This design comes from an exercise in tuning for small area, a short achievable clock period and few clock cycles on the open sky130 flow, not from production work.
The RTL was checked by simulation tests, not by an equivalence proof against the original design.

File: flow/design.v
module geofence (clk, reset, X, Y, valid, is_inside);
    input clk;
    input reset;
    input [9:0] X;
    input [9:0] Y;
    output valid;
    output is_inside;
    reg [3:0] phase;
    reg [9:0] tx, ty;
    reg       vsx, vsy, lsx, lsy, rsx, rsy;
    reg [9:0] vmx, vmy, lmx, lmy, rmx, rmy;
    reg       inside_acc;
    reg       _valid, _inside;
    assign valid = _valid;
    assign is_inside = _inside;
    wire [10:0] ex = {1'b0, X} + {1'b0, ~tx};
    wire [10:0] ey = {1'b0, Y} + {1'b0, ~ty};
    wire        dsx = ~ex[10];
    wire        dsy = ~ey[10];
    wire [9:0]  dmx = dsx ? ~ex[9:0] : ex[9:0] + 10'd1;
    wire [9:0]  dmy = dsy ? ~ey[9:0] : ey[9:0] + 10'd1;
    wire ge_l, ge_r;   
    geofence_cmp cmp_l (.a(lmx), .b(vmy), .c(vmx), .d(lmy), .msb(ge_l));
    geofence_cmp cmp_r (.a(rmx), .b(vmy), .c(vmx), .d(rmy), .msb(ge_r));
    wire s1l = lsx ^ vsy, s2l = vsx ^ lsy;
    wire s1r = rsx ^ vsy, s2r = vsx ^ rsy;
    wire nl1 = s1l, nl0 = s1l ^ (s1l == s2l);
    wire nr1 = s1r, nr0 = s1r ^ (s1r == s2r);
    wire nl = ge_l ? nl1 : nl0;
    wire nr = ge_r ? nr1 : nr0;
    wire active = (phase >= 4'd3) && (phase <= 4'd7);
    wire [3:0] upd_l_t = {nl1 & nr1, nl1 & nr0, nl0 & nr1, nl0 & nr0};
    wire [3:0] upd_r_t = {~nl1 & ~nr1, ~nl1 & ~nr0, ~nl0 & ~nr1, ~nl0 & ~nr0};
    wire [3:0] load_l_t = {4{active}} & upd_l_t;
    wire [3:0] load_r_t = {4{active}} & upd_r_t;
    wire load_l = (phase == 4'd2) | load_l_t[{ge_l, ge_r}];
    wire load_r = (phase == 4'd2) | load_r_t[{ge_l, ge_r}];
    wire wrap = nl & ~nr;
    always @(posedge clk or posedge reset) begin
        if (reset) begin
            phase <= 4'd0;
            _valid <= 1'b0;
            _inside <= 1'b0;
        end else begin
            phase <= (phase == 4'd8) ? 4'd0 : phase + 4'd1;
            _valid <= (phase == 4'd7);
            if (phase == 4'd7) _inside <= inside_acc | wrap;
        end
    end
    always @(posedge clk) begin
        if (phase == 4'd0) begin
            tx <= X;
            ty <= Y;
        end
        vsx <= dsx; vsy <= dsy; vmx <= dmx; vmy <= dmy;
        if (load_l) begin
            lsx <= vsx; lsy <= vsy; lmx <= vmx; lmy <= vmy;
        end
        if (load_r) begin
            rsx <= vsx; rsy <= vsy; rmx <= vmx; rmy <= vmy;
        end
        if (phase == 4'd2)
            inside_acc <= 1'b0;
        else if (active & wrap)
            inside_acc <= 1'b1;
    end
endmodule
module geofence_cmp(input [9:0] a,b,c,d, output msb);
  wire t1 = a[0] & b[0];
  wire t2 = ~(c[0] & d[0]);
  wire t3 = a[1] & b[0];
  wire t4 = ~(c[1] & d[0]);
  wire t5 = a[2] & b[0];
  wire t6 = ~(c[2] & d[0]);
  wire t7 = a[3] & b[0];
  wire t8 = ~(c[3] & d[0]);
  wire t9 = a[4] & b[0];
  wire t10 = ~(c[4] & d[0]);
  wire t11 = a[5] & b[0];
  wire t12 = ~(c[5] & d[0]);
  wire t13 = a[6] & b[0];
  wire t14 = ~(c[6] & d[0]);
  wire t15 = a[7] & b[0];
  wire t16 = ~(c[7] & d[0]);
  wire t17 = a[8] & b[0];
  wire t18 = ~(c[8] & d[0]);
  wire t19 = a[9] & b[0];
  wire t20 = ~(c[9] & d[0]);
  wire t21 = a[0] & b[1];
  wire t22 = ~(c[0] & d[1]);
  wire t23 = a[1] & b[1];
  wire t24 = ~(c[1] & d[1]);
  wire t25 = a[2] & b[1];
  wire t26 = ~(c[2] & d[1]);
  wire t27 = a[3] & b[1];
  wire t28 = ~(c[3] & d[1]);
  wire t29 = a[4] & b[1];
  wire t30 = ~(c[4] & d[1]);
  wire t31 = a[5] & b[1];
  wire t32 = ~(c[5] & d[1]);
  wire t33 = a[6] & b[1];
  wire t34 = ~(c[6] & d[1]);
  wire t35 = a[7] & b[1];
  wire t36 = ~(c[7] & d[1]);
  wire t37 = a[8] & b[1];
  wire t38 = ~(c[8] & d[1]);
  wire t39 = a[9] & b[1];
  wire t40 = ~(c[9] & d[1]);
  wire t41 = a[0] & b[2];
  wire t42 = ~(c[0] & d[2]);
  wire t43 = a[1] & b[2];
  wire t44 = ~(c[1] & d[2]);
  wire t45 = a[2] & b[2];
  wire t46 = ~(c[2] & d[2]);
  wire t47 = a[3] & b[2];
  wire t48 = ~(c[3] & d[2]);
  wire t49 = a[4] & b[2];
  wire t50 = ~(c[4] & d[2]);
  wire t51 = a[5] & b[2];
  wire t52 = ~(c[5] & d[2]);
  wire t53 = a[6] & b[2];
  wire t54 = ~(c[6] & d[2]);
  wire t55 = a[7] & b[2];
  wire t56 = ~(c[7] & d[2]);
  wire t57 = a[8] & b[2];
  wire t58 = ~(c[8] & d[2]);
  wire t59 = a[9] & b[2];
  wire t60 = ~(c[9] & d[2]);
  wire t61 = a[0] & b[3];
  wire t62 = ~(c[0] & d[3]);
  wire t63 = a[1] & b[3];
  wire t64 = ~(c[1] & d[3]);
  wire t65 = a[2] & b[3];
  wire t66 = ~(c[2] & d[3]);
  wire t67 = a[3] & b[3];
  wire t68 = ~(c[3] & d[3]);
  wire t69 = a[4] & b[3];
  wire t70 = ~(c[4] & d[3]);
  wire t71 = a[5] & b[3];
  wire t72 = ~(c[5] & d[3]);
  wire t73 = a[6] & b[3];
  wire t74 = ~(c[6] & d[3]);
  wire t75 = a[7] & b[3];
  wire t76 = ~(c[7] & d[3]);
  wire t77 = a[8] & b[3];
  wire t78 = ~(c[8] & d[3]);
  wire t79 = a[9] & b[3];
  wire t80 = ~(c[9] & d[3]);
  wire t81 = a[0] & b[4];
  wire t82 = ~(c[0] & d[4]);
  wire t83 = a[1] & b[4];
  wire t84 = ~(c[1] & d[4]);
  wire t85 = a[2] & b[4];
  wire t86 = ~(c[2] & d[4]);
  wire t87 = a[3] & b[4];
  wire t88 = ~(c[3] & d[4]);
  wire t89 = a[4] & b[4];
  wire t90 = ~(c[4] & d[4]);
  wire t91 = a[5] & b[4];
  wire t92 = ~(c[5] & d[4]);
  wire t93 = a[6] & b[4];
  wire t94 = ~(c[6] & d[4]);
  wire t95 = a[7] & b[4];
  wire t96 = ~(c[7] & d[4]);
  wire t97 = a[8] & b[4];
  wire t98 = ~(c[8] & d[4]);
  wire t99 = a[9] & b[4];
  wire t100 = ~(c[9] & d[4]);
  wire t101 = a[0] & b[5];
  wire t102 = ~(c[0] & d[5]);
  wire t103 = a[1] & b[5];
  wire t104 = ~(c[1] & d[5]);
  wire t105 = a[2] & b[5];
  wire t106 = ~(c[2] & d[5]);
  wire t107 = a[3] & b[5];
  wire t108 = ~(c[3] & d[5]);
  wire t109 = a[4] & b[5];
  wire t110 = ~(c[4] & d[5]);
  wire t111 = a[5] & b[5];
  wire t112 = ~(c[5] & d[5]);
  wire t113 = a[6] & b[5];
  wire t114 = ~(c[6] & d[5]);
  wire t115 = a[7] & b[5];
  wire t116 = ~(c[7] & d[5]);
  wire t117 = a[8] & b[5];
  wire t118 = ~(c[8] & d[5]);
  wire t119 = a[9] & b[5];
  wire t120 = ~(c[9] & d[5]);
  wire t121 = a[0] & b[6];
  wire t122 = ~(c[0] & d[6]);
  wire t123 = a[1] & b[6];
  wire t124 = ~(c[1] & d[6]);
  wire t125 = a[2] & b[6];
  wire t126 = ~(c[2] & d[6]);
  wire t127 = a[3] & b[6];
  wire t128 = ~(c[3] & d[6]);
  wire t129 = a[4] & b[6];
  wire t130 = ~(c[4] & d[6]);
  wire t131 = a[5] & b[6];
  wire t132 = ~(c[5] & d[6]);
  wire t133 = a[6] & b[6];
  wire t134 = ~(c[6] & d[6]);
  wire t135 = a[7] & b[6];
  wire t136 = ~(c[7] & d[6]);
  wire t137 = a[8] & b[6];
  wire t138 = ~(c[8] & d[6]);
  wire t139 = a[9] & b[6];
  wire t140 = ~(c[9] & d[6]);
  wire t141 = a[0] & b[7];
  wire t142 = ~(c[0] & d[7]);
  wire t143 = a[1] & b[7];
  wire t144 = ~(c[1] & d[7]);
  wire t145 = a[2] & b[7];
  wire t146 = ~(c[2] & d[7]);
  wire t147 = a[3] & b[7];
  wire t148 = ~(c[3] & d[7]);
  wire t149 = a[4] & b[7];
  wire t150 = ~(c[4] & d[7]);
  wire t151 = a[5] & b[7];
  wire t152 = ~(c[5] & d[7]);
  wire t153 = a[6] & b[7];
  wire t154 = ~(c[6] & d[7]);
  wire t155 = a[7] & b[7];
  wire t156 = ~(c[7] & d[7]);
  wire t157 = a[8] & b[7];
  wire t158 = ~(c[8] & d[7]);
  wire t159 = a[9] & b[7];
  wire t160 = ~(c[9] & d[7]);
  wire t161 = a[0] & b[8];
  wire t162 = ~(c[0] & d[8]);
  wire t163 = a[1] & b[8];
  wire t164 = ~(c[1] & d[8]);
  wire t165 = a[2] & b[8];
  wire t166 = ~(c[2] & d[8]);
  wire t167 = a[3] & b[8];
  wire t168 = ~(c[3] & d[8]);
  wire t169 = a[4] & b[8];
  wire t170 = ~(c[4] & d[8]);
  wire t171 = a[5] & b[8];
  wire t172 = ~(c[5] & d[8]);
  wire t173 = a[6] & b[8];
  wire t174 = ~(c[6] & d[8]);
  wire t175 = a[7] & b[8];
  wire t176 = ~(c[7] & d[8]);
  wire t177 = a[8] & b[8];
  wire t178 = ~(c[8] & d[8]);
  wire t179 = a[9] & b[8];
  wire t180 = ~(c[9] & d[8]);
  wire t181 = a[0] & b[9];
  wire t182 = ~(c[0] & d[9]);
  wire t183 = a[1] & b[9];
  wire t184 = ~(c[1] & d[9]);
  wire t185 = a[2] & b[9];
  wire t186 = ~(c[2] & d[9]);
  wire t187 = a[3] & b[9];
  wire t188 = ~(c[3] & d[9]);
  wire t189 = a[4] & b[9];
  wire t190 = ~(c[4] & d[9]);
  wire t191 = a[5] & b[9];
  wire t192 = ~(c[5] & d[9]);
  wire t193 = a[6] & b[9];
  wire t194 = ~(c[6] & d[9]);
  wire t195 = a[7] & b[9];
  wire t196 = ~(c[7] & d[9]);
  wire t197 = a[8] & b[9];
  wire t198 = ~(c[8] & d[9]);
  wire t199 = a[9] & b[9];
  wire t200 = ~(c[9] & d[9]);
  wire t201, t202;
  assign {t202, t201} = 1'b1 + t19 + t20;
  wire t203 = 1'b1 ^ t39;
  wire t204 = 1'b1 & t39;
  wire t205, t206;
  assign {t206, t205} = 1'b1 + t13 + t14;
  wire t207, t208;
  assign {t208, t207} = 1'b1 + t15 + t16;
  wire t209, t210;
  assign {t210, t209} = t33 + t34 + t51;
  wire t211 = t52 ^ t69;
  wire t212 = t52 & t69;
  wire t213, t214;
  assign {t214, t213} = 1'b1 + t17 + t18;
  wire t215, t216;
  assign {t216, t215} = t35 + t36 + t53;
  wire t217, t218;
  assign {t218, t217} = t54 + t71 + t72;
  wire t219, t220;
  assign {t220, t219} = t89 + t90 + t107;
  wire t221 = t108 ^ t125;
  wire t222 = t108 & t125;
  wire t223, t224;
  assign {t224, t223} = t37 + t38 + t55;
  wire t225, t226;
  assign {t226, t225} = t56 + t73 + t74;
  wire t227, t228;
  assign {t228, t227} = t91 + t92 + t109;
  wire t229, t230;
  assign {t230, t229} = t110 + t127 + t128;
  wire t231, t232;
  assign {t232, t231} = t145 + t146 + t163;
  wire t233 = t164 ^ t181;
  wire t234 = t164 & t181;
  wire t235, t236;
  assign {t236, t235} = t40 + t57 + t58;
  wire t237, t238;
  assign {t238, t237} = t75 + t76 + t93;
  wire t239, t240;
  assign {t240, t239} = t94 + t111 + t112;
  wire t241, t242;
  assign {t242, t241} = t129 + t130 + t147;
  wire t243, t244;
  assign {t244, t243} = t148 + t165 + t166;
  wire t245, t246;
  assign {t246, t245} = t183 + t184 + t234;
  wire t247, t248;
  assign {t248, t247} = t59 + t60 + t77;
  wire t249, t250;
  assign {t250, t249} = t78 + t95 + t96;
  wire t251, t252;
  assign {t252, t251} = t113 + t114 + t131;
  wire t253, t254;
  assign {t254, t253} = t132 + t149 + t150;
  wire t255, t256;
  assign {t256, t255} = t167 + t168 + t185;
  wire t257, t258;
  assign {t258, t257} = t79 + t80 + t97;
  wire t259, t260;
  assign {t260, t259} = t98 + t115 + t116;
  wire t261, t262;
  assign {t262, t261} = t133 + t134 + t151;
  wire t263, t264;
  assign {t264, t263} = t99 + t100 + t117;
  wire t265, t266;
  assign {t266, t265} = 1'b1 + t9 + t10;
  wire t267, t268;
  assign {t268, t267} = 1'b1 + t11 + t12;
  wire t269, t270;
  assign {t270, t269} = t29 + t30 + t47;
  wire t271 = t48 ^ t65;
  wire t272 = t48 & t65;
  wire t273, t274;
  assign {t274, t273} = t31 + t32 + t49;
  wire t275, t276;
  assign {t276, t275} = t50 + t67 + t68;
  wire t277, t278;
  assign {t278, t277} = t85 + t86 + t103;
  wire t279 = t104 ^ t121;
  wire t280 = t104 & t121;
  wire t281, t282;
  assign {t282, t281} = t70 + t87 + t88;
  wire t283, t284;
  assign {t284, t283} = t105 + t106 + t123;
  wire t285, t286;
  assign {t286, t285} = t124 + t141 + t142;
  wire t287, t288;
  assign {t288, t287} = t280 + t206 + t207;
  wire t289, t290;
  assign {t290, t289} = t126 + t143 + t144;
  wire t291, t292;
  assign {t292, t291} = t161 + t162 + t212;
  wire t293, t294;
  assign {t294, t293} = t208 + t213 + t221;
  wire t295, t296;
  assign {t296, t295} = t210 + t282 + t284;
  wire t297, t298;
  assign {t298, t297} = t182 + t222 + t201;
  wire t299, t300;
  assign {t300, t299} = t214 + t233 + t216;
  wire t301, t302;
  assign {t302, t301} = t218 + t220 + t290;
  wire t303, t304;
  assign {t304, t303} = t223 + t225 + t227;
  wire t305, t306;
  assign {t306, t305} = t202 + t203 + t224;
  wire t307, t308;
  assign {t308, t307} = t226 + t228 + t230;
  wire t309, t310;
  assign {t310, t309} = t232 + t235 + t237;
  wire t311, t312;
  assign {t312, t311} = t239 + t241 + t243;
  wire t313, t314;
  assign {t314, t313} = t186 + t204 + t236;
  wire t315, t316;
  assign {t316, t315} = t238 + t240 + t242;
  wire t317, t318;
  assign {t318, t317} = t244 + t247 + t249;
  wire t319, t320;
  assign {t320, t319} = t251 + t253 + t255;
  wire t321, t322;
  assign {t322, t321} = t152 + t169 + t170;
  wire t323, t324;
  assign {t324, t323} = t187 + t188 + t248;
  wire t325, t326;
  assign {t326, t325} = t250 + t252 + t254;
  wire t327, t328;
  assign {t328, t327} = t256 + t257 + t259;
  wire t329, t330;
  assign {t330, t329} = t118 + t135 + t136;
  wire t331, t332;
  assign {t332, t331} = t153 + t154 + t171;
  wire t333, t334;
  assign {t334, t333} = t172 + t189 + t190;
  wire t335, t336;
  assign {t336, t335} = t258 + t260 + t262;
  wire t337, t338;
  assign {t338, t337} = t119 + t120 + t137;
  wire t339, t340;
  assign {t340, t339} = t138 + t155 + t156;
  wire t341, t342;
  assign {t342, t341} = t173 + t174 + t191;
  wire t343, t344;
  assign {t344, t343} = t139 + t140 + t157;
  wire t345 = 1'b1 ^ t5;
  wire t346 = 1'b1 & t5;
  wire t347, t348;
  assign {t348, t347} = 1'b1 + t7 + t8;
  wire t349, t350;
  assign {t350, t349} = t25 + t26 + t43;
  wire t351, t352;
  assign {t352, t351} = t27 + t28 + t45;
  wire t353, t354;
  assign {t354, t353} = t46 + t63 + t64;
  wire t355 = t81 ^ t82;
  wire t356 = t81 & t82;
  wire t357, t358;
  assign {t358, t357} = t66 + t83 + t84;
  wire t359, t360;
  assign {t360, t359} = t101 + t102 + t356;
  wire t361, t362;
  assign {t362, t361} = t266 + t267 + t271;
  wire t363, t364;
  assign {t364, t363} = t122 + t272 + t205;
  wire t365, t366;
  assign {t366, t365} = t268 + t279 + t270;
  wire t367, t368;
  assign {t368, t367} = t358 + t273 + t275;
  wire t369, t370;
  assign {t370, t369} = t211 + t274 + t276;
  wire t371, t372;
  assign {t372, t371} = t278 + t209 + t281;
  wire t373, t374;
  assign {t374, t373} = t283 + t285 + t364;
  wire t375, t376;
  assign {t376, t375} = t286 + t215 + t217;
  wire t377, t378;
  assign {t378, t377} = t219 + t289 + t288;
  wire t379, t380;
  assign {t380, t379} = t291 + t293 + t370;
  wire t381, t382;
  assign {t382, t381} = t229 + t231 + t292;
  wire t383, t384;
  assign {t384, t383} = t294 + t297 + t296;
  wire t385, t386;
  assign {t386, t385} = t299 + t376 + t301;
  wire t387, t388;
  assign {t388, t387} = t298 + t245 + t300;
  wire t389, t390;
  assign {t390, t389} = t302 + t305 + t304;
  wire t391, t392;
  assign {t392, t391} = t307 + t382 + t309;
  wire t393, t394;
  assign {t394, t393} = t246 + t306 + t308;
  wire t395, t396;
  assign {t396, t395} = t313 + t310 + t312;
  wire t397, t398;
  assign {t398, t397} = t315 + t317 + t319;
  wire t399, t400;
  assign {t400, t399} = t261 + t321 + t314;
  wire t401, t402;
  assign {t402, t401} = t316 + t323 + t318;
  wire t403, t404;
  assign {t404, t403} = t320 + t325 + t327;
  wire t405, t406;
  assign {t406, t405} = t322 + t263 + t329;
  wire t407, t408;
  assign {t408, t407} = t331 + t333 + t324;
  wire t409, t410;
  assign {t410, t409} = t326 + t328 + t335;
  wire t411, t412;
  assign {t412, t411} = t192 + t264 + t330;
  wire t413, t414;
  assign {t414, t413} = t332 + t334 + t337;
  wire t415, t416;
  assign {t416, t415} = t339 + t341 + t336;
  wire t417, t418;
  assign {t418, t417} = t158 + t175 + t176;
  wire t419, t420;
  assign {t420, t419} = t193 + t194 + t338;
  wire t421, t422;
  assign {t422, t421} = t340 + t342 + t343;
  wire t423, t424;
  assign {t424, t423} = t159 + t160 + t177;
  wire t425, t426;
  assign {t426, t425} = t178 + t195 + t196;
  wire t427 = 1'b1 ^ t3;
  wire t428 = 1'b1 & t3;
  wire t429, t430;
  assign {t430, t429} = t6 + t23 + t24;
  wire t431 = t41 ^ t42;
  wire t432 = t41 & t42;
  wire t433, t434;
  assign {t434, t433} = t44 + t61 + t62;
  wire t435, t436;
  assign {t436, t435} = t346 + t432 + t347;
  wire t437, t438;
  assign {t438, t437} = t265 + t348 + t355;
  wire t439, t440;
  assign {t440, t439} = t350 + t434 + t351;
  wire t441, t442;
  assign {t442, t441} = t352 + t354 + t269;
  wire t443, t444;
  assign {t444, t443} = t357 + t438 + t359;
  wire t445, t446;
  assign {t446, t445} = t277 + t360 + t362;
  wire t447, t448;
  assign {t448, t447} = t363 + t365 + t442;
  wire t449, t450;
  assign {t450, t449} = t287 + t366 + t368;
  wire t451, t452;
  assign {t452, t451} = t369 + t446 + t371;
  wire t453, t454;
  assign {t454, t453} = t372 + t295 + t374;
  wire t455, t456;
  assign {t456, t455} = t375 + t377 + t379;
  wire t457, t458;
  assign {t458, t457} = t378 + t303 + t381;
  wire t459, t460;
  assign {t460, t459} = t380 + t383 + t454;
  wire t461, t462;
  assign {t462, t461} = t311 + t384 + t387;
  wire t463, t464;
  assign {t464, t463} = t386 + t389 + t458;
  wire t465, t466;
  assign {t466, t465} = t388 + t390 + t393;
  wire t467, t468;
  assign {t468, t467} = t392 + t395 + t397;
  wire t469, t470;
  assign {t470, t469} = t394 + t399 + t396;
  wire t471, t472;
  assign {t472, t471} = t401 + t398 + t403;
  wire t473, t474;
  assign {t474, t473} = t405 + t400 + t407;
  wire t475, t476;
  assign {t476, t475} = t402 + t404 + t409;
  wire t477, t478;
  assign {t478, t477} = t406 + t411 + t413;
  wire t479, t480;
  assign {t480, t479} = t408 + t410 + t415;
  wire t481, t482;
  assign {t482, t481} = t417 + t412 + t414;
  wire t483, t484;
  assign {t484, t483} = t419 + t421 + t416;
  wire t485, t486;
  assign {t486, t485} = t344 + t418 + t423;
  wire t487, t488;
  assign {t488, t487} = t425 + t420 + t422;
  wire t489, t490;
  assign {t490, t489} = t179 + t180 + t197;
  wire t491, t492;
  assign {t492, t491} = t198 + t424 + t426;
  wire t493 = t4 ^ t21;
  wire t494 = t4 & t21;
  wire t495, t496;
  assign {t496, t495} = t428 + t494 + t345;
  wire t497, t498;
  assign {t498, t497} = t430 + t349 + t433;
  wire t499, t500;
  assign {t500, t499} = t353 + t436 + t437;
  wire t501, t502;
  assign {t502, t501} = t361 + t440 + t441;
  wire t503, t504;
  assign {t504, t503} = t367 + t444 + t445;
  wire t505, t506;
  assign {t506, t505} = t373 + t448 + t449;
  wire t507, t508;
  assign {t508, t507} = t450 + t452 + t453;
  wire t509, t510;
  assign {t510, t509} = t385 + t457 + t456;
  wire t511, t512;
  assign {t512, t511} = t391 + t460 + t461;
  wire t513, t514;
  assign {t514, t513} = t462 + t464 + t465;
  wire t515, t516;
  assign {t516, t515} = t466 + t469 + t468;
  wire t517, t518;
  assign {t518, t517} = t470 + t473 + t472;
  wire t519, t520;
  assign {t520, t519} = t477 + t474 + t476;
  wire t521, t522;
  assign {t522, t521} = t478 + t481 + t483;
  wire t523, t524;
  assign {t524, t523} = t485 + t482 + t487;
  wire t525, t526;
  assign {t526, t525} = t489 + t486 + t491;
  wire t527, t528;
  assign {t528, t527} = t199 + t200 + t490;
  wire t529 = 1'b1 ^ t1;
  wire t530 = 1'b1 & t1;
  wire t531, t532;
  assign {t532, t531} = t22 + t530 + t427;
  wire t533, t534;
  assign {t534, t533} = t431 + t429 + t532;
  wire t535, t536;
  assign {t536, t535} = t496 + t435 + t534;
  wire t537, t538;
  assign {t538, t537} = t498 + t439 + t499;
  wire t539, t540;
  assign {t540, t539} = t500 + t443 + t501;
  wire t541, t542;
  assign {t542, t541} = t502 + t447 + t503;
  wire t543, t544;
  assign {t544, t543} = t504 + t451 + t505;
  wire t545, t546;
  assign {t546, t545} = t455 + t506 + t507;
  wire t547, t548;
  assign {t548, t547} = t459 + t508 + t509;
  wire t549, t550;
  assign {t550, t549} = t463 + t510 + t511;
  wire t551, t552;
  assign {t552, t551} = t467 + t512 + t513;
  wire t553, t554;
  assign {t554, t553} = t471 + t514 + t515;
  wire t555, t556;
  assign {t556, t555} = t475 + t516 + t517;
  wire t557, t558;
  assign {t558, t557} = t479 + t518 + t519;
  wire t559, t560;
  assign {t560, t559} = t480 + t520 + t521;
  wire t561, t562;
  assign {t562, t561} = t484 + t523 + t522;
  wire t563, t564;
  assign {t564, t563} = t488 + t525 + t524;
  wire t565, t566;
  assign {t566, t565} = t492 + t527 + t526;
  wire [20:0] r0 = {1'b0, t528, t564, t562, t560, t558, t556, t554, t552, t550, t548, t546, t544, t542, t540, t538, t536, t497, t495, t493, t2};
  wire [20:0] r1 = {1'b0, t566, t565, t563, t561, t559, t557, t555, t553, t551, t549, t547, t545, t543, t541, t539, t537, t535, t533, t531, t529};
  wire [20:0] s = r0 + r1;
  assign msb = s[20];
endmodule
File: flow/flow/run.sh
#!/bin/bash
# The standard layout, with one step added after synthesis: flow/fapol.py
# picks the polarity of each full-adder cell (a full adder is self-dual), of
# each half adder (rebuilt from an xor and an and-type gate) and of 2-input
# and/or gates, so that few inverters are left in the carry-save trees, and
# puts each full adder's latest-arriving input on its fastest pin (CIN);
# cells that drive many pins get a larger drive strength, and cells with a
# stronger size of the same area in the library get that size; a gate that
# drives 12 or more pins is split in two.
# The registers keep their names and cell types (some get a larger drive
# strength); the other changes are to combinational cells.
# Each tool's output goes to a log here: synth.log, fapol.log, finish.log
# (ORFS also keeps each step's log under orfs/logs).
set -euo pipefail
R=orfs/results/$FLOW_PLATFORM/geofence/base
bash standard.sh synth > synth.log 2>&1
cp $R/1_2_yosys.v $R/1_2_yosys.std.v
python3 flow/fapol.py $R/1_2_yosys.std.v $R/1_2_yosys.v > fapol.log 2>&1
rm -f $R/1_synth.odb $R/1_synth.sdc
bash standard.sh finish > finish.log 2>&1
File: flow/flow/fapol.py
#!/usr/bin/env python3
"""Picks signal polarities around the full and half adders of a Yosys netlist.

A full adder is self-dual: FA(~a, ~b, ~c) = (~sum, ~cout), so each sky130 fa
cell may be flipped (inputs and outputs taken complemented). A half adder is
rebuilt from an xor2/xnor2 and a 2-input and-type gate, which take inputs in
either polarity and give outputs in either polarity. 2-input and/nand/or/nor
gates may give their output complemented (and2 <-> nand2, or2 <-> nor2).
Inverters are put back only where a load needs the other polarity of a net
(at most one per net). Flips are chosen by simulated annealing on inverter
count and gate area. Then each full adder gets its latest-arriving input on
CIN, its fastest pin, and its earliest on A. Registers are not touched;
inverters that drive a port or an assign are left alone.
Last, a cell driving many pins gets a larger drive strength, and a cell
whose library has a stronger size of the same area gets that size; a gate
driving 12 or more pins is split in two.
usage: fapol.py in.v out.v [seed]
"""
import re, sys, random, math
from collections import defaultdict
sys.setrecursionlimit(100000)

src = re.sub(r'\(\*.*?\*\)', '', open(sys.argv[1]).read())
seed = int(sys.argv[3]) if len(sys.argv) > 3 else 1
mstart = src.index('module ')
head_end = src.index(');', mstart) + 2
body = src[head_end:src.rindex('endmodule')]
stmts = re.findall(r'\s*(.*?;)', body, re.S)
decls = []; insts = []; others = []
inst_re = re.compile(r'(\S+)\s+(\S+)\s*\((.*)\)\s*;', re.S)
for s in stmts:
    t = s.strip()
    if t.startswith(('wire', 'input', 'output', 'reg')):
        decls.append(t)
    elif t.startswith('assign'):
        others.append(t)
    else:
        m = inst_re.match(t)
        assert m, t
        typ, name, pins = m.groups()
        pm = [(p, n.strip()) for p, n in re.findall(r'\.(\w+)\(([^()]*)\)', pins)]
        insts.append([typ, name, pm])

OUTP = {'X', 'Y', 'Q', 'Q_N', 'SUM', 'COUT', 'HI', 'LO'}
PFX = 'sky130_fd_sc_hd__'
def kind(t):
    b = t[len(PFX):] if t.startswith(PFX) else t
    m = re.fullmatch(r'(\w+?)_(\d+)', b)
    return (m.group(1), m.group(2)) if m else (b, '')
def is_inv(t): return kind(t)[0] == 'inv'
def is_fa(t): return kind(t)[0] == 'fa'
def is_ha(t): return kind(t)[0] == 'ha' and kind(t)[1] == '1'
FLEX = {'and2': 'nand2', 'nand2': 'and2', 'or2': 'nor2', 'nor2': 'or2', 'mux2': 'mux2i', 'mux2i': 'mux2'}
CHEAP = {'nand2', 'nor2', 'mux2i'}
OUTPIN = {'and2': 'X', 'or2': 'X', 'mux2': 'X', 'nand2': 'Y', 'nor2': 'Y', 'mux2i': 'Y'}
def is_flex(t):
    k, d = kind(t)
    return k in FLEX and d in ('0', '1', '2', '4') and (FLEX[k] + '_' + d) in LIBCELLS
LIBCELLS = set(re.findall(r'cell \("' + PFX + r'(\w+)"\)', open('/OpenROAD-flow-scripts/flow/platforms/sky130hd/lib/sky130_fd_sc_hd__tt_025C_1v80.lib').read()))

protected = set()
for o in others:
    for w in re.findall(r'\\?[A-Za-z_][\w$]*(?:\s*\[\d+\])?', o):
        protected.add(w.replace(' ', ''))
for d in decls:
    if d.startswith(('input', 'output')):
        for nm in re.sub(r'^(input|output)\s+(\[[^\]]*\]\s*)?', '', d).rstrip(';').split(','):
            protected.add(nm.strip())
pbase = set(p.split('[')[0].strip() for p in protected)
def is_prot(n): return n in protected or n.split('[')[0].strip() in pbase

drv = {}
for k, (t, n, pm) in enumerate(insts):
    for p, net in pm:
        if p in OUTP: drv[net] = k
removable = set()
for k, (t, n, pm) in enumerate(insts):
    if is_inv(t):
        d = dict(pm)
        if not is_prot(d['Y']) and d['A'] in drv:
            removable.add(k)
def root(net):
    par = 0
    while net in drv and drv[net] in removable:
        net = dict(insts[drv[net]][2])['A']; par ^= 1
    return net, par

fa_set = set(k for k, (t, n, pm) in enumerate(insts) if is_fa(t)
             and not any(is_prot(net) for p, net in pm if p in OUTP))
ha_set = set(k for k, (t, n, pm) in enumerate(insts) if is_ha(t)
             and not any(is_prot(net) for p, net in pm if p in OUTP))
flex_set = set(k for k, (t, n, pm) in enumerate(insts) if k not in removable and is_flex(t)
               and not any(is_prot(net) for p, net in pm if p in OUTP))
fa_ids = sorted(fa_set)

loads = defaultdict(list)   # root net -> [(inst, pin index, parity)]
for k, (t, n, pm) in enumerate(insts):
    if k in removable: continue
    for i, (p, net) in enumerate(pm):
        if p in OUTP: continue
        r, par = root(net)
        loads[r].append((k, i, par))
flip = defaultdict(int)
def drv_kind(r):
    k = drv.get(r)
    if k in fa_set: return 'fa'
    if k in ha_set or k in flex_set: return 'free'
    return 'fixed'
def wants(r):
    w = set()
    for (k, i, par) in loads[r]:
        if k in ha_set: continue          # a half adder takes either polarity
        w.add(par ^ (flip[k] if k in fa_set else 0))
    return w
def choose(r):
    """(driver polarity, cost) for root net r"""
    w = wants(r)
    dk = drv_kind(r)
    if dk == 'fa':
        d = flip[drv[r]]
    elif dk == 'free':
        if len(w) == 1: d = next(iter(w))
        else:
            d = 1 if kind(insts[drv[r]][0])[0] in FLEX and FLEX.get(kind(insts[drv[r]][0])[0]) in CHEAP and len(w) == 2 else 0
            if kind(insts[drv[r]][0])[0] in CHEAP: d = 0
    else:
        d = 0
    cost = 1.0 if any(x != d for x in w) else 0.0
    k = drv.get(r)
    if k in flex_set:
        base = kind(insts[k][0])[0]
        now = base if d == 0 else FLEX[base]
        if now not in CHEAP: cost += 0.67
    return d, cost
touch = {}
for k in fa_ids:
    s = set()
    for p, net in insts[k][2]:
        s.add(root(net)[0] if p not in OUTP else net)
    touch[k] = s
allnets = list(set(loads.keys()) | set(n for n in drv if drv[n] not in removable))
cost = sum(choose(r)[1] for r in allnets)
start = cost
rng = random.Random(seed)
best = cost; bestflip = dict(flip)
steps = 300000
for step in range(steps):
    T = 2.0 * (1 - step / steps) + 0.01
    k = rng.choice(fa_ids)
    before = sum(choose(r)[1] for r in touch[k])
    flip[k] ^= 1
    after = sum(choose(r)[1] for r in touch[k])
    d = after - before
    if d <= 0 or rng.random() < math.exp(-d / T):
        cost += d
        if cost < best - 1e-9:
            best = cost; bestflip = dict(flip)
    else:
        flip[k] ^= 1
flip = defaultdict(int, bestflip)
sys.stderr.write(f'cost {start:.1f} -> {best:.1f}; flipped {sum(flip.values())} of {len(fa_ids)} adders\n')

# rebuild
pol = {}
for r in allnets: pol[r] = choose(r)[0]
new_insts = []; new_wires = []; invnet = {}
cnt = [0]
def fresh(prefix):
    cnt[0] += 1
    return f'_{prefix}{cnt[0]}_'
def get_inv(r):
    if r not in invnet:
        n = fresh('pol'); invnet[r] = n; new_wires.append(n)
        new_insts.append([PFX + 'inv_1', fresh('polinv'), [('A', r), ('Y', n)]])
    return invnet[r]
rewired = {}; inpol = {}
for r, ls in loads.items():
    d = pol.get(r, 0)
    for (k, i, par) in ls:
        if k in ha_set:
            rewired[(k, i)] = r
            inpol[(k, i)] = par ^ d        # physical = wanted ^ inpol
            continue
        w = par ^ (flip[k] if k in fa_set else 0)
        rewired[(k, i)] = get_inv(r) if w != d else r
out_insts = []
for k, (t, n, pm) in enumerate(insts):
    if k in removable: continue
    pm2 = [(p, rewired.get((k, i), net)) for i, (p, net) in enumerate(pm)]
    if k in flex_set:
        outn = [v for p, v in pm2 if p in OUTP][0]
        if pol.get(outn, 0):
            b, dstr = kind(t)
            t = PFX + FLEX[b] + '_' + dstr
            op = OUTPIN[FLEX[b]]
            pm2 = [((op if p in ('X', 'Y') else p), v) for p, v in pm2]
    if k in ha_set:
        d = dict(pm2)
        pa = inpol[(k, [p for p, v in pm].index('A'))]
        pb = inpol[(k, [p for p, v in pm].index('B'))]
        ps = pol.get(d['SUM'], 0); pc = pol.get(d['COUT'], 0)
        A, B = d['A'], d['B']
        xt = 'xor2_1' if (pa ^ pb ^ ps) == 0 else 'xnor2_1'
        out_insts.append([PFX + xt, n + 's', [('A', A), ('B', B), ('X' if xt == 'xor2_1' else 'Y', d['SUM'])]])
        # carry: a & b, inputs physical A = a ^ pa, B = b ^ pb, output c ^ pc
        if pa == 0 and pb == 0:
            ct, pins = ('and2_1', 'X') if pc == 0 else ('nand2_1', 'Y'), [('A', A), ('B', B)]
        elif pa == 1 and pb == 1:
            ct, pins = ('nor2_1', 'Y') if pc == 0 else ('or2_1', 'X'), [('A', A), ('B', B)]
        else:
            An, Bp = (A, B) if pa == 1 else (B, A)   # An carries ~x, Bp carries y
            ct, pins = ('and2b_1', 'X') if pc == 0 else ('nand2b_1', 'Y'), [('A_N', An), ('B', Bp)]
        out_insts.append([PFX + ct[0], n + 'c', pins + [(ct[1], d['COUT'])]])
        continue
    out_insts.append([t, n, pm2])
out_insts += new_insts

# pin order of full adders by estimated arrival
FA_D = {'A': (0.57, 0.45), 'B': (0.54, 0.42), 'CIN': (0.52, 0.40)}
odrv = {}
for idx, (t, n, pm) in enumerate(out_insts):
    for p, net in pm:
        if p in OUTP: odrv[net] = (idx, p)
SEQ = ('dfxtp', 'dfrtp', 'edfxtp', 'dfstp', 'dfbbp', 'dfxbp', 'dfrbp', 'sdf', 'dlx', 'conb')
arr = {}
def arrival(net):
    if net in arr: return arr[net]
    d = odrv.get(net)
    if d is None:
        arr[net] = 0.0; return 0.0
    t, n, pm = out_insts[d[0]]
    b = kind(t)[0]
    if b.startswith(SEQ):
        arr[net] = 0.4; return 0.4
    arr[net] = 0.0
    ins = [(p, v) for p, v in pm if p not in OUTP]
    if is_fa(t):
        k = 0 if d[1] == 'SUM' else 1
        a = max(arrival(v) + FA_D[p][k] for p, v in ins)
    else:
        dl = 0.06 if b == 'inv' else 0.25 if b.startswith('x') else 0.2
        a = max([arrival(v) for p, v in ins] or [0.0]) + dl
    arr[net] = a
    return a
swapped = 0
for _ in range(3):
    arr.clear()
    for idx, (t, n, pm) in enumerate(out_insts):
        if not is_fa(t): continue
        d = dict(pm)
        nets = sorted([d['A'], d['B'], d['CIN']], key=arrival)
        new = {'A': nets[0], 'B': nets[1], 'CIN': nets[2]}
        if new != {'A': d['A'], 'B': d['B'], 'CIN': d['CIN']}:
            swapped += 1
            out_insts[idx][2] = [(p, new.get(p, v)) for p, v in pm]
sys.stderr.write(f'adders with inputs reordered: {swapped}\n')

# drive strength by fanout: a cell (not a full or half adder, inverter or
# buffer) that drives 4 or more pins (counted through buffers) gets the _2 size, 8 or more the _4 size,
# where the library has it; nothing is made smaller
fo = defaultdict(int)
for t, n, pm in out_insts:
    for p, v in pm:
        if p not in OUTP: fo[v] += 1
# buffers left by synthesis (removed by the floorplan step) count through
ldr = defaultdict(list)
for t, n, pm in out_insts:
    for p, v in pm:
        if p not in OUTP: ldr[v].append((t, pm))
def eff_fo(v, depth=0):
    tot = 0
    for t, pm in ldr[v]:
        if kind(t)[0] in ('buf', 'clkbuf') and depth < 20:
            tot += sum(eff_fo(w, depth + 1) for p, w in pm if p in OUTP)
        else:
            tot += 1
    return tot
for v in list(fo): fo[v] = eff_fo(v)
upsized = 0
for idx, (t, n, pm) in enumerate(out_insts):
    b, dstr = kind(t)
    if not dstr or b in ('fa', 'ha', 'inv', 'buf', 'clkbuf', 'conb'): continue
    outs = [v for p, v in pm if p in OUTP]
    if not outs: continue
    f = max(fo[v] for v in outs)
    want = 4 if f >= 8 else 2 if f >= 4 else 0
    if not want: continue
    for size in (want, 2):
        if size and int(dstr) < size and f'{b}_{size}' in LIBCELLS:
            out_insts[idx][0] = PFX + f'{b}_{size}'
            upsized += 1
            break
# sizes the library gives at the same area: take the stronger one
SAME = {('a21bo', '1'): '2', ('a21boi', '0'): '1', ('a31o', '1'): '2', ('and2', '0'): '1',
        ('and4bb', '1'): '2', ('inv', '1'): '2', ('mux2', '1'): '2', ('o211a', '1'): '2',
        ('o21ai', '0'): '1', ('o21ba', '1'): '2', ('o221a', '1'): '2', ('o311ai', '0'): '1',
        ('or2', '0'): '2', ('or2', '1'): '2', ('or3b', '1'): '2', ('or4b', '1'): '2'}
for idx, (t, n, pm) in enumerate(out_insts):
    k = kind(t)
    if k in SAME and t.startswith(PFX):
        out_insts[idx][0] = PFX + k[0] + '_' + SAME[k]
        upsized += 1
sys.stderr.write(f'cells upsized: {upsized}\n')

# a gate driving 12 or more pins directly is cloned, each copy driving half
ldpins = defaultdict(list)
for idx, (t, n, pm) in enumerate(out_insts):
    for i, (p, v) in enumerate(pm):
        if p not in OUTP: ldpins[v].append((idx, i))
cloned = 0
for idx in range(len(out_insts)):
    t, n, pm = out_insts[idx]
    b, dstr = kind(t)
    if not dstr or b in ('fa', 'ha', 'buf', 'clkbuf', 'conb') or b.startswith(SEQ): continue
    outs = [(p, v) for p, v in pm if p in OUTP]
    if len(outs) != 1: continue
    op, ov = outs[0]
    lds = ldpins[ov]
    if len(lds) < 12 or is_prot(ov): continue
    nn = f'_polcl{cloned}_'
    new_wires.append(nn)
    out_insts.append([t, n.rstrip() + f'_cl{cloned}', [(p, (nn if p == op else v)) for p, v in pm]])
    for (li, pi) in lds[len(lds) // 2:]:
        lt, ln, lpm = out_insts[li]
        lpm[pi] = (lpm[pi][0], nn)
    cloned += 1
sys.stderr.write(f'gates cloned: {cloned}\n')

out = [src[:head_end]]
for d in decls: out.append('  ' + d)
for w in new_wires: out.append(f'  wire {w};')
for t, n, pm in out_insts:
    pins = ',\n'.join(f'    .{p}({v}' + (' )' if v.startswith('\\') else ')') for p, v in pm)
    name = n if not n.startswith('\\') else n
    out.append(f'  {t} {name} (\n{pins}\n  );')
for o in others: out.append('  ' + o)
out.append('endmodule')
open(sys.argv[2], 'w').write('\n'.join(out) + '\n')
cnt_inv = sum(1 for t, n, pm in out_insts if is_inv(t))
sys.stderr.write(f'inverters {sum(1 for t,n,pm in insts if is_inv(t))} -> {cnt_inv}\n')
File: flow/standard.sh
#!/bin/bash
# synth_recipe.tcl (not shown) runs the flow's synth.tcl, then flattens the netlist and writes it again
# the make line also repeats each setting of config.mk as NAME=value (left out here)
make -C /OpenROAD-flow-scripts/flow DESIGN_CONFIG=/design/flow/config.mk WORK_HOME=/design/flow/orfs CLKGATE_MAP_FILE= SYNTH_SCRIPT=/design/flow/synth_recipe.tcl "${@:-finish}"
File: flow/config.mk
export PLATFORM = sky130hd
export DESIGN_NAME = geofence
export DESIGN_NICKNAME = geofence
export VERILOG_FILES = /design/flow/design.v
export SDC_FILE = /design/flow/constraint.sdc
export NUM_CORES = 4
export LEC_CHECK = 0
export ABC_AREA = 1
export ABC_CLOCK_PERIOD_IN_PS = 6000
export CAP_MARGIN = 20
export CORE_MARGIN = 2
export CORE_UTILIZATION = 60
export SETUP_SLACK_MARGIN = 5
export SLEW_MARGIN = 20
File: flow/constraint.sdc
create_clock -name core_clock -period 12.0 [get_ports {clk}]
set_input_delay 2.4000 -clock core_clock [delete_from_list [all_inputs] [get_ports {clk}]]
set_output_delay 2.4000 -clock core_clock [all_outputs]
set_load 0.01 [all_outputs]
==> results of run 1 <==
## area by class of cell
| type | instances | area (um^2) | area share [%] |
|---|---|---|---|
| Multi-Input combinational cell | 1222 | 11600 | 75.3 |
| Clock inverter | 3 | 22.5 | 0.147 |
| Inverter | 61 | 229 | 1.49 |
| Sequential cell | 93 | 2620 | 17.0 |
| Timing Repair Buffer | 23 | 230 | 1.50 |
| Tap cell | 324 | 405 | 2.64 |
| Clock buffer | 13 | 293 | 1.91 |
## worst max-delay path by stage
stage	start	end	slack (ns)	cells after the start
global route	lmy[6]$_DFFE_PP_	rmy[6]$_DFFE_PP_	5.84	18
CTS	lmy[6]$_DFFE_PP_	rmy[6]$_DFFE_PP_	6.10	18
finish	lmy[6]$_DFFE_PP_	rmy[6]$_DFFE_PP_	6.10	18
floorplan	vmy[5]$_DFF_P_	rmx[0]$_DFFE_PP_	6.91	19
global placement	lmy[6]$_DFFE_PP_	rmy[6]$_DFFE_PP_	6.16	18
detailed placement	lmy[6]$_DFFE_PP_	rmy[6]$_DFFE_PP_	6.12	18
## flip-flops by register name, indices dropped and copies added (netlist names), 4 cells and up
signal  flops
lmy        10
rmx        10
rmy        10
ty         10
vmy        10
tx         10
phase       4
lmx        10
vmx        10
## per-stage QoR
stage / instances / hold slack (ns) / utilization, % / area, um^2
6_report: 1739 / 0.469 / 63.5 / 15300
5_1_grt: 1739 / 0.498 / 63.5 / 15300
4_1_cts: 1739 / 0.471 / 63.5 / 15300
3_5_place_dp: 1723 / 0.462 / 62.2 / 15000
3_3_place_gp: 1723 / 0.454 / 62.2 / 15000
2_1_floorplan: 1458 / 0.433 / - / 14700
## worst reg2reg max path, cell delays in order (launching register included)
cell and delay (ns):
sky130_fd_sc_hd__edfxtp_1 0.63, sky130_fd_sc_hd__and2_1 0.29, sky130_fd_sc_hd__fa_1 0.45, sky130_fd_sc_hd__fa_1 0.47, sky130_fd_sc_hd__fa_1 0.47, sky130_fd_sc_hd__fa_1 0.54, sky130_fd_sc_hd__fa_1 0.43, sky130_fd_sc_hd__fa_1 0.55
sky130_fd_sc_hd__xor2_1 0.20, sky130_fd_sc_hd__nand2_1 0.11, sky130_fd_sc_hd__nor2_1 0.21, sky130_fd_sc_hd__nand2_1 0.11, sky130_fd_sc_hd__nor2_1 0.12, sky130_fd_sc_hd__nand2_1 0.15, sky130_fd_sc_hd__nand3_1 0.12, sky130_fd_sc_hd__nand2_1 0.05
sky130_fd_sc_hd__nand2_1 0.21, sky130_fd_sc_hd__nand3_1 0.25, sky130_fd_sc_hd__nand2_4 0.23
## layer usage
metal | track usage (%) | vias to the layer above | routed length [um]
li1 | - | 4343 | -
met1 | 39.2 | 4915 | 13500
met2 | 51.4 | 396 | 17600
met3 | 3.43 | 75 | 2450
met4 | 9.38 | 0 | 1010
met5 | 0 | - | 0
==> flow_summary_export.csv, run 1 <==
group,metric,value,unit
floorplan,num_rows,57,
critical_path,critical_path.endpoint_type,"register",
min_path,timing.hold.worst_path_depth,2,
critical_path,critPathArrivalTime,5.93,ns
routing,wl_per_cell,19.9,um
critical_path,worstRegToRegCells,18,
grt,global_route.usage.total,29.5,%
job,drv.max_cap_violation_count,0,
clocking,cts_hold_buf,0,
grt,overflow,0,
min_path,hold_start,"inside_acc$_SDFFE_PP0P_",
clocking,clock_sinks,93,
critical_path,cpMaxStageDelayCell,"sky130_fd_sc_hd__edfxtp_1",
layout,post_route_cells_drive_above_1_share,10.0,%
grt,grt_antenna_before_repair,0,
layout,fillerInstances,1975,
floorplan,ioPinCount,24,
routing,route.antenna.remaining_nets,0,
place,port_buffers,23,
timing,fmax,169,MHz
yosys,synth_area_per_cell,10.1,um^2
clocking,cts_htree_levels,3,
routing,vias,9729,
place,hpwlAfterDp,26100,um
place,post-place-ws,6.12,ns
timing,finalHoldViolCount,0,
clocking,insertion_delay,0.34,ns
min_path,min-delay-path-class,"register to register",
critical_path,regToRegStartpoint,"lmy[6]$_DFFE_PP_",
clocking,cts_max_path_buffers,2,
routing,finalWirelength,34600,um
floorplan,die_w,161,um
min_path,holdPathEnd,"inside_acc$_SDFFE_PP0P_",
timing,fin_crit_sh,49.2,%
timing,min_period,5.90,ns
timing,setup_tns,0,ns
critical_path,rrSetupSlack,6.10,ns
yosys,post_synthesis_cell_area,14700,um^2
grt,grt_start_max_net_pins,23,
yosys,warning_count_from_the_yosys_run,1,
clocking,path_clk_slew,0.06,ns
yosys,synth_fp_nets,1810,
timing,clock_skew,0.00720,ns
floorplan,core-area,24200,um^2
clocking,clock_tree_from_tritoncts,"built",
grt,first_global_vias,11000,
layout,syn_to_final_growth,4.24,%
routing,drt_pass1_iterations,5,
critical_path,worst_path_largest_cell_delay,0.63,ns
floorplan,die_area,25800,um^2
floorplan,die_height,161,um
layout,mostFrequentLayoutCells,"sky130_fd_sc_hd__nand2_1, sky130_fd_sc_hd__fa_1, sky130_fd_sc_hd__and2_1, sky130_fd_sc_hd__xor2_1, sky130_fd_sc_hd__edfxtp_1",
timing,finalMaxSlewViolations,0,
place,routabilityCongestion,0.878,
timing,timing_worst_slew_pin_value,0.560,ns
critical_path,worst_r2r_endpoint,"rmy[6]$_DFFE_PP_",
floorplan,floorplan.initialDensity,60.9,%
routing,routed_via_density,5.59,
clocking,cts_inserted_buffers,9,
clocking,cts.repair_timing.setup_buffer_count,0,
layout,final_common_cell,"sky130_fd_sc_hd__nand2_1",
clocking,cts_resized,0,
timing,unrepaired_setup_endpoints_after_global_routing,"no",
clocking,cts_root_buffer,"sky130_fd_sc_hd__clkbuf_16",
run_status,run_status,"no timing/DRC/antenna violations",
layout,antennaDiodeCount,0,
critical_path,path_max_fanout,11,
yosys,synth_cells,1458,
layout,design.final.nets,1762,
critical_path,worstPathBufferInverterCount,0,
timing,postLayoutSetupSlackWorst,6.10,ns
timing,timing.final.setup_violations,0,
routing,detailedRoute.firstIterationViolations,711,
critical_path,path_delay_family,"adder cells",
critical_path,path_cells,"and2_1 -> fa_1 -> fa_1 -> fa_1 -> fa_1 -> fa_1 -> fa_1 -> xor2_1 -> nand2_1 -> nor2_1 -> nand2_1 -> nor2_1 -> nand2_1 -> nand3_1 -> nand2_1 -> nand2_1 -> nand3_1 -> nand2_4",
critical_path,required_time_reported_for_the_critical_path_endpoint,12.03,ns
critical_path,startpoint_class,"register",
critical_path,worst-setup-path-type,"register to register",
routing,remaining_drc_errors,0,
grt,wire_length_of_the_first_global_routing_pass,58000,um
timing,worst_slew_margin_rel,62.6,%
critical_path,critical-path-top-cell-by-count,"sky130_fd_sc_hd__fa_1",
Testbench counts, summed over its fixed seeds: cycles 10,800.
==> run 2, diff against run 1 <==
--- a/flow/flow/run.sh
+++ b/flow/flow/run.sh
@@ -5,8 +5,7 @@
 # and/or gates, so that few inverters are left in the carry-save trees, and
 # puts each full adder's latest-arriving input on its fastest pin (CIN);
 # cells that drive many pins get a larger drive strength, and cells with a
-# stronger size of the same area in the library get that size; a gate that
-# drives 12 or more pins is split in two.
+# stronger size of the same area in the library get that size.
 # The registers keep their names and cell types (some get a larger drive
 # strength); the other changes are to combinational cells.
 # Each tool's output goes to a log here: synth.log, fapol.log, finish.log
--- a/flow/flow/fapol.py
+++ b/flow/flow/fapol.py
@@ -12,8 +12,7 @@
 CIN, its fastest pin, and its earliest on A. Registers are not touched;
 inverters that drive a port or an assign are left alone.
 Last, a cell driving many pins gets a larger drive strength, and a cell
-whose library has a stronger size of the same area gets that size; a gate
-driving 12 or more pins is split in two.
+whose library has a stronger size of the same area gets that size.
 usage: fapol.py in.v out.v [seed]
 """
 import re, sys, random, math
@@ -302,30 +301,6 @@
         upsized += 1
 sys.stderr.write(f'cells upsized: {upsized}\n')
 
-# a gate driving 12 or more pins directly is cloned, each copy driving half
-ldpins = defaultdict(list)
-for idx, (t, n, pm) in enumerate(out_insts):
-    for i, (p, v) in enumerate(pm):
-        if p not in OUTP: ldpins[v].append((idx, i))
-cloned = 0
-for idx in range(len(out_insts)):
-    t, n, pm = out_insts[idx]
-    b, dstr = kind(t)
-    if not dstr or b in ('fa', 'ha', 'buf', 'clkbuf', 'conb') or b.startswith(SEQ): continue
-    outs = [(p, v) for p, v in pm if p in OUTP]
-    if len(outs) != 1: continue
-    op, ov = outs[0]
-    lds = ldpins[ov]
-    if len(lds) < 12 or is_prot(ov): continue
-    nn = f'_polcl{cloned}_'
-    new_wires.append(nn)
-    out_insts.append([t, n.rstrip() + f'_cl{cloned}', [(p, (nn if p == op else v)) for p, v in pm]])
-    for (li, pi) in lds[len(lds) // 2:]:
-        lt, ln, lpm = out_insts[li]
-        lpm[pi] = (lpm[pi][0], nn)
-    cloned += 1
-sys.stderr.write(f'gates cloned: {cloned}\n')
-
 out = [src[:head_end]]
 for d in decls: out.append('  ' + d)
 for w in new_wires: out.append(f'  wire {w};')
==> flow_summary_export.csv, run 2 <==
group,metric,value,unit
routing,drt_pass1_iterations,5,
clocking,insertion_delay,0.35,ns
layout,core_occupancy_in_the_finished_layout,63.3,%
layout,post_route_cells_drive_above_1_share,9.92,%
yosys,synth_fp_nets,1807,
critical_path,regToRegStartpoint,"lmy[6]$_DFFE_PP_",
critical_path,worst_r2r_endpoint,"lmx[1]$_DFFE_PP_",
critical_path,worstPathBufferInverterCount,0,
floorplan,die_height,160,um
clocking,cts_hold_buf,0,
critical_path,rrSetupSlack,6.12,ns
clocking,clock_tree_from_tritoncts,"built",
critical_path,path_depth,16,
place,port_buffers,23,
critical_path,path_cells,"and2_1 -> fa_1 -> fa_1 -> fa_1 -> fa_1 -> fa_1 -> fa_1 -> xor2_1 -> nand2_1 -> nor2_1 -> nand2_1 -> nor2_1 -> nand2_1 -> nand4_1 -> nand2_1 -> o21ai_4",
routing,vias,9645,
critical_path,worstSetupStartpoint,"lmy[6]$_DFFE_PP_",
run_status,run_status,"no timing/DRC/antenna violations",
clocking,cts_root_buffer,"sky130_fd_sc_hd__clkbuf_16",
layout,syn_to_final_growth,4.28,%
clocking,cts_inserted_buffers,9,
place,hpwlAfterDp,26100,um
yosys,warning_count_from_the_yosys_run,1,
floorplan,floorplan.initialDensity,60.7,%
critical_path,worst-setup-path-type,"register to register",
timing,setup_tns,0,ns
routing,wl_per_cell,19.7,um
timing,timing_worst_slew_pin_value,0.672,ns
timing,worst_hold_slack,0.485,ns
critical_path,critPathArrivalTime,5.85,ns
yosys,synth_cells,1455,
timing,finalHoldViolCount,0,
layout,final_common_cell,"sky130_fd_sc_hd__nand2_1",
place,post-place-ws,6.12,ns
timing,fmax,170,MHz
routing,remaining_drc_errors,0,
timing,fin_crit_sh,49.0,%
critical_path,cpMaxStageDelayCell,"sky130_fd_sc_hd__edfxtp_1",
timing,clock_skew,0.0119,ns
clocking,cts_max_path_buffers,2,
timing,worst_slew_margin_rel,55.0,%
place,routabilityCongestion,0.864,
floorplan,num_rows,57,
clocking,cts_htree_levels,3,
timing,min_period,5.88,ns
timing,unrepaired_setup_endpoints_after_global_routing,"no",
grt,first_global_vias,10600,
critical_path,critical-path-top-cell-by-count,"sky130_fd_sc_hd__fa_1",
floorplan,die_w,160,um
grt,grt_start_max_net_pins,23,
grt,wire_length_of_the_first_global_routing_pass,56400,um
yosys,synth_area_per_cell,10.1,um^2
critical_path,worstRegToRegCells,16,
clocking,cts_resized,0,
clocking,path_clk_slew,0.06,ns
floorplan,die_area,25700,um^2
layout,design.final.nets,1759,
clocking,cts.repair_timing.setup_buffer_count,0,
layout,mostFrequentLayoutCells,"sky130_fd_sc_hd__nand2_1, sky130_fd_sc_hd__fa_1, sky130_fd_sc_hd__and2_1, sky130_fd_sc_hd__xor2_1, sky130_fd_sc_hd__edfxtp_1",
routing,route.antenna.remaining_nets,0,
grt,grt_antenna_before_repair,0,
clocking,clock_sinks,93,
critical_path,critical_path.endpoint_type,"register",
grt,overflow,0,
yosys,post_synthesis_cell_area,14700,um^2
timing,postLayoutSetupSlackWorst,6.12,ns
min_path,min-delay-path-class,"register to register",
routing,detailedRoute.firstIterationViolations,574,
routing,finalWirelength,34100,um
routing,routed_via_density,5.56,
critical_path,startpoint_class,"register",
critical_path,path_max_fanout,22,
critical_path,path_delay_family,"adder cells",
critical_path,setup.worst_path.end,"lmx[1]$_DFFE_PP_",
timing,finalMaxSlewViolations,0,
timing,timing.final.setup_violations,0,
floorplan,ioPinCount,24,
grt,global_route.usage.total,28.8,%
critical_path,worst_path_largest_cell_delay,0.62,ns
critical_path,required_time_reported_for_the_critical_path_endpoint,11.97,ns
layout,antennaDiodeCount,0,
floorplan,core-area,24200,um^2
job,drv.max_cap_violation_count,0,
## run 2: per-stage QoR
stage / instance area, um^2 / std cells
detailed placement: 15000 / 1720
global route: 15300 / 1736
finish: 15300 / 1736
global placement: 15000 / 1720
CTS: 15300 / 1736
floorplan: 14700 / 1455
## run 2: tightest hold or removal path, cell delays in order (launching register included)
cell	delay (ns)
sky130_fd_sc_hd__dfxtp_1	0.32
sky130_fd_sc_hd__inv_2	0.06
sky130_fd_sc_hd__a21oi_1	0.06
## run 2: metal layers
| metal | part of all wire, % | global-route usage, % | up-vias | routed length, um |
|---|---|---|---|---|
| li1 | - | - | 4326 | - |
| met2 | 50 | 48.6 | 360 | 16900 |
| met5 | 0 | 0 | - | 0 |
| met1 | 40 | 39.2 | 4880 | 13800 |
| met4 | 3.4 | 10.2 | 0 | 1170 |
| met3 | 6.5 | 3.10 | 79 | 2220 |
## run 2: cell type report
| cell class | instances | area (um^2) |
|---|---|---|
| multi-input cells | 1219 | 11500 |
| fillers | 1966 | 8860 |
| flip-flops and latches | 93 | 2620 |
| well taps | 324 | 405 |
| clock buffers | 10 | 239 |
| repair buffers | 23 | 230 |
| inverters | 61 | 229 |
| clock inverters | 6 | 80.1 |
## run 2: worst min-delay path by stage
stage,from,slack (ns),depth (start not counted),to
global route,inside_acc$_SDFFE_PP0P_,0.51,2,inside_acc$_SDFFE_PP0P_
finish,inside_acc$_SDFFE_PP0P_,0.49,2,inside_acc$_SDFFE_PP0P_
CTS,inside_acc$_SDFFE_PP0P_,0.48,2,inside_acc$_SDFFE_PP0P_
floorplan,vmy[0]$_DFF_P_,0.43,0,lmy[0]$_DFFE_PP_
global placement,inside_acc$_SDFFE_PP0P_,0.45,2,inside_acc$_SDFFE_PP0P_
detailed placement,inside_acc$_SDFFE_PP0P_,0.47,2,inside_acc$_SDFFE_PP0P_

[afterwards: timing with drivers on the ports]
The results above use ideal ports. As a check the final layouts listed here were re-extracted and re-timed, cells and wires unchanged.
Step 1 (the two cells are an assumption about what drives the block):
set clk [get_ports {clk}]
set_driving_cell -lib_cell sky130_fd_sc_hd__clkbuf_16 $clk
set_driving_cell -lib_cell sky130_fd_sc_hd__buf_2 [delete_from_list [all_inputs] $clk]
Step 2 adds t to the input delays and takes it off the output delays; t is the mean of the earliest and latest rising clock arrival at the registers after step 1. Input paths then give back, and output paths get back, about the clock's delay inside the block.
Slacks: ideal ports / drivers / drivers and shift; pairs: ideal ports / drivers.
run | t, ns | setup WS [ns] | worst setup path after step 2 | worst data-port slew with drivers (ns)
run 1 | 0.389 | 6.100 / 6.100 / 6.100 | register to register | 0.04
run 2 | 0.381 | 6.121 / 6.121 / 6.121 | register to register | 0.03
After both steps setup and hold are still met in every run listed.
